Background: an optimization exercise with open tools, aiming at small area. Do not read the settings as production practice.
Only simulation tests tie the RTL to the original design; equivalence was not proved.
Power and IR drop assume default switching activity.

== build 39 ==
## ticket_booking_system
module ticket_booking_system (
    input clk,
    input rst,
    input book,
    input cancel,
    input check,
    input [3:0] seat_type,
    input [4:0] travel_date,
    output reg [7:0] price,
    output reg [7:0] seats_left,
    output reg booking_success,
    output reg cancel_success,
    output reg availability_status
);
Size in the first run: about 13000 µm² of cells after synthesis.
Settings: LEC_CHECK=0, CAP_MARGIN=20, CORE_MARGIN=2, CORE_UTILIZATION=55, CTS_BUF_LIST=sky130_fd_sc_hd__clkbuf_8, CTS_CLUSTER_DIAMETER=50, CTS_CLUSTER_SIZE=18, PLACE_DENSITY=0.7, SLEW_MARGIN=20, SYNTH_HIERARCHICAL=1, SYNTH_MINIMUM_KEEP_SIZE=0; clock period 8.0 ns.
standard.sh (not shown) runs the stock make flow with config.mk's settings and CLKGATE_MAP_FILE= SYNTH_SCRIPT=/design/flow/synth_recipe.tcl, a recipe that flattens the netlist after the stock synthesis.
==> flow/flow/run.sh <==
#!/bin/bash
# The standard layout (the standard.sh: ORFS synthesis to final layout),
# with one change: the port buffers that global placement inserts are the
# platform's smallest buffer instead of the one buffer_ports picks by itself.
set -euo pipefail
export BUFFER_PORTS_ARGS="-buffer_cell sky130_fd_sc_hd__buf_1"
bash standard.sh > standard.log 2>&1
Build 39 completed; timing, DRC and antenna clean
## Diff of input files: build 62 against build 39
--- a/flow/config.mk
+++ b/flow/config.mk
@@ -9,7 +9,7 @@
 export CORE_MARGIN = 2
 export CORE_UTILIZATION = 55
-export CTS_BUF_LIST = sky130_fd_sc_hd__clkbuf_8
-export CTS_CLUSTER_DIAMETER = 50
-export CTS_CLUSTER_SIZE = 18
+export CTS_BUF_LIST = sky130_fd_sc_hd__clkbuf_4
+export CTS_CLUSTER_DIAMETER = 40
+export CTS_CLUSTER_SIZE = 10
 export PLACE_DENSITY = 0.7
 export SLEW_MARGIN = 20
[summary]
Build 62 finished every stage and its layout cleared the timing, design-rule and antenna checks. From build 39 to build 62 the numbers moved as follows: part of the total power dissipated in the clock network has decreased, met3 wirelength from detailed routing has increased, largest vdd supply drop has decreased, worst hold margin has remained practically unchanged. Relative to build 39, the design internal power of build 62 is lower by 0.088 mW. Build 62 vs build 39: power density of the placed cells down by a few percent. Taking build 39 as the reference, in build 62 post-route fraction of the period consumed by the critical path went down by 2.7 points; leakage power figure went down by about 1.1%; sequential share of layout area went up by 0.54 points; routing usage on met1 went up by 0.30 points.
Edits applied to the flow inputs when going from build 62 to build 6:
==> flow/run.sh (new file) <==
#!/bin/bash
# synth_recipe.tcl (not shown) runs the flow's synth.tcl, then flattens the netlist and writes it again
# the make line also repeats each setting of config.mk as NAME=value (left out here)
make -C /OpenROAD-flow-scripts/flow DESIGN_CONFIG=/design/flow/config.mk WORK_HOME=/design/flow/orfs CLKGATE_MAP_FILE= SYNTH_SCRIPT=/design/flow/synth_recipe.tcl finish
--- a/flow/config.mk
+++ b/flow/config.mk
@@ -9,7 +9,7 @@
 export CORE_MARGIN = 2
 export CORE_UTILIZATION = 55
-export CTS_BUF_LIST = sky130_fd_sc_hd__clkbuf_4
-export CTS_CLUSTER_DIAMETER = 40
-export CTS_CLUSTER_SIZE = 10
+export CTS_BUF_LIST = sky130_fd_sc_hd__clkbuf_16
+export CTS_CLUSTER_DIAMETER = 70
+export CTS_CLUSTER_SIZE = 30
 export PLACE_DENSITY = 0.7
 export SLEW_MARGIN = 20
removed: flow/flow/run.sh
removed: flow/standard.sh
Results
- Looking at clock latency of the later-clocked register in the worst-skew pair, build 6 sits 180 ps below build 62.
- Core utilization (lower): build 62
- Per the comparison of build 6 with build 62, final worst setup slack went down by 660 ps; minimum clock period went up by 660 ps.
Input changes introduced in build 74 (baseline for comparison: build 6):
==> flow/flow/run.sh (new file) <==
#!/bin/bash
# The standard layout (the standard.sh: ORFS synthesis to final layout),
# with one change: the port buffers that global placement inserts are the
# platform's smallest buffer instead of the one buffer_ports picks by itself.
set -euo pipefail
export BUFFER_PORTS_ARGS="-buffer_cell sky130_fd_sc_hd__buf_1"
bash standard.sh > standard.log 2>&1
==> flow/standard.sh (new file) <==
#!/bin/bash
# synth_recipe.tcl (not shown) runs the flow's synth.tcl, then flattens the netlist and writes it again
# the make line also repeats each setting of config.mk as NAME=value (left out here)
make -C /OpenROAD-flow-scripts/flow DESIGN_CONFIG=/design/flow/config.mk WORK_HOME=/design/flow/orfs CLKGATE_MAP_FILE= SYNTH_SCRIPT=/design/flow/synth_recipe.tcl "${@:-finish}"
--- a/flow/config.mk
+++ b/flow/config.mk
@@ -10,6 +10,6 @@
 export CORE_UTILIZATION = 55
 export CTS_BUF_LIST = sky130_fd_sc_hd__clkbuf_16
-export CTS_CLUSTER_DIAMETER = 70
-export CTS_CLUSTER_SIZE = 30
+export CTS_CLUSTER_DIAMETER = 80
+export CTS_CLUSTER_SIZE = 24
 export PLACE_DENSITY = 0.7
 export SLEW_MARGIN = 20
removed: flow/run.sh
--- outcome ---
Compared to build 6, build 74 leaves more free space in the core.
NOTE: register share of the cell area in build 74 exceeds that of build 6
Reported for build 74 and build 6, critical path depth turned out identical to the last digit.
Build 74 and build 6 ended up with nearly the same switching power as a share of total power.
From build 6 to build 74 the numbers moved as follows: global-route total usage across every layer fell 0.50 points; maximum frequency went up by 7.3%.
The run showing the greater power after layout is build 6.
In build 74 the final non-filler cell area turned out about 2.3% lower than in build 6.
Of the two values seen for master of the slowest instance on the critical path, a222oi_1 was produced by build 74 and clkdlybuf4s50_1 by build 6.
Input changes introduced in build 96 (baseline for comparison: build 74):
--- a/flow/config.mk
+++ b/flow/config.mk
@@ -9,7 +9,7 @@
 export CORE_MARGIN = 2
 export CORE_UTILIZATION = 55
-export CTS_BUF_LIST = sky130_fd_sc_hd__clkbuf_16
-export CTS_CLUSTER_DIAMETER = 80
-export CTS_CLUSTER_SIZE = 24
+export CTS_BUF_LIST = sky130_fd_sc_hd__clkbuf_4 sky130_fd_sc_hd__clkbuf_8
+export CTS_CLUSTER_DIAMETER = 50
+export CTS_CLUSTER_SIZE = 12
 export PLACE_DENSITY = 0.7
 export SLEW_MARGIN = 20
Findings:
- Higher initial DRC count was reported by build 74, not build 96.
- Changes observed in build 96 relative to build 74: post-route worst setup slack shows a reduction of 30 ps, portion of total power attributed to combinational logic shrank by 0.4 points.
- Diff build 74 -> build 96 | maximum clock rate | down slightly
- Total power: build 96 above build 74
- The post-layout minimum cycle time in build 96 sits 30 ps above the value recorded for build 74.
- Diff build 74 -> build 96 | cell area | up slightly

-- what the ideal ports hide --
The results above use ideal ports. As a check the final layouts listed here were re-extracted and re-timed, cells and wires unchanged.
Step 1: set_driving_cell puts a clkbuf_16 on clk and a buf_2 on each other input, an assumption about the parent block.
Step 2 moves the port delays by t, midway between the first and last clock arrival at a register: inputs arrive t later, outputs are due t later. That takes back most of the time a late clock gives input paths.
a / b / c = no drivers / after step 1 / after step 2; a / b = the first two.
run	t, ns	setup slack, ns	worst setup path after step 2
build 39	0.591	1.484 / 1.505 / 0.914	input to register
build 62	0.732	1.701 / 1.718 / 0.986	input to register
build 6	0.568	1.037 / 1.057 / 0.489	input to register
build 74	0.566	1.512 / 1.536 / 0.970	input to register
build 96	0.592	1.482 / 1.503 / 0.911	input to register
After both steps every run listed still meets setup and hold. The setup slack of build 62, which loses most, moves by +0.017 ns with the drivers and by -0.715 ns with both steps.
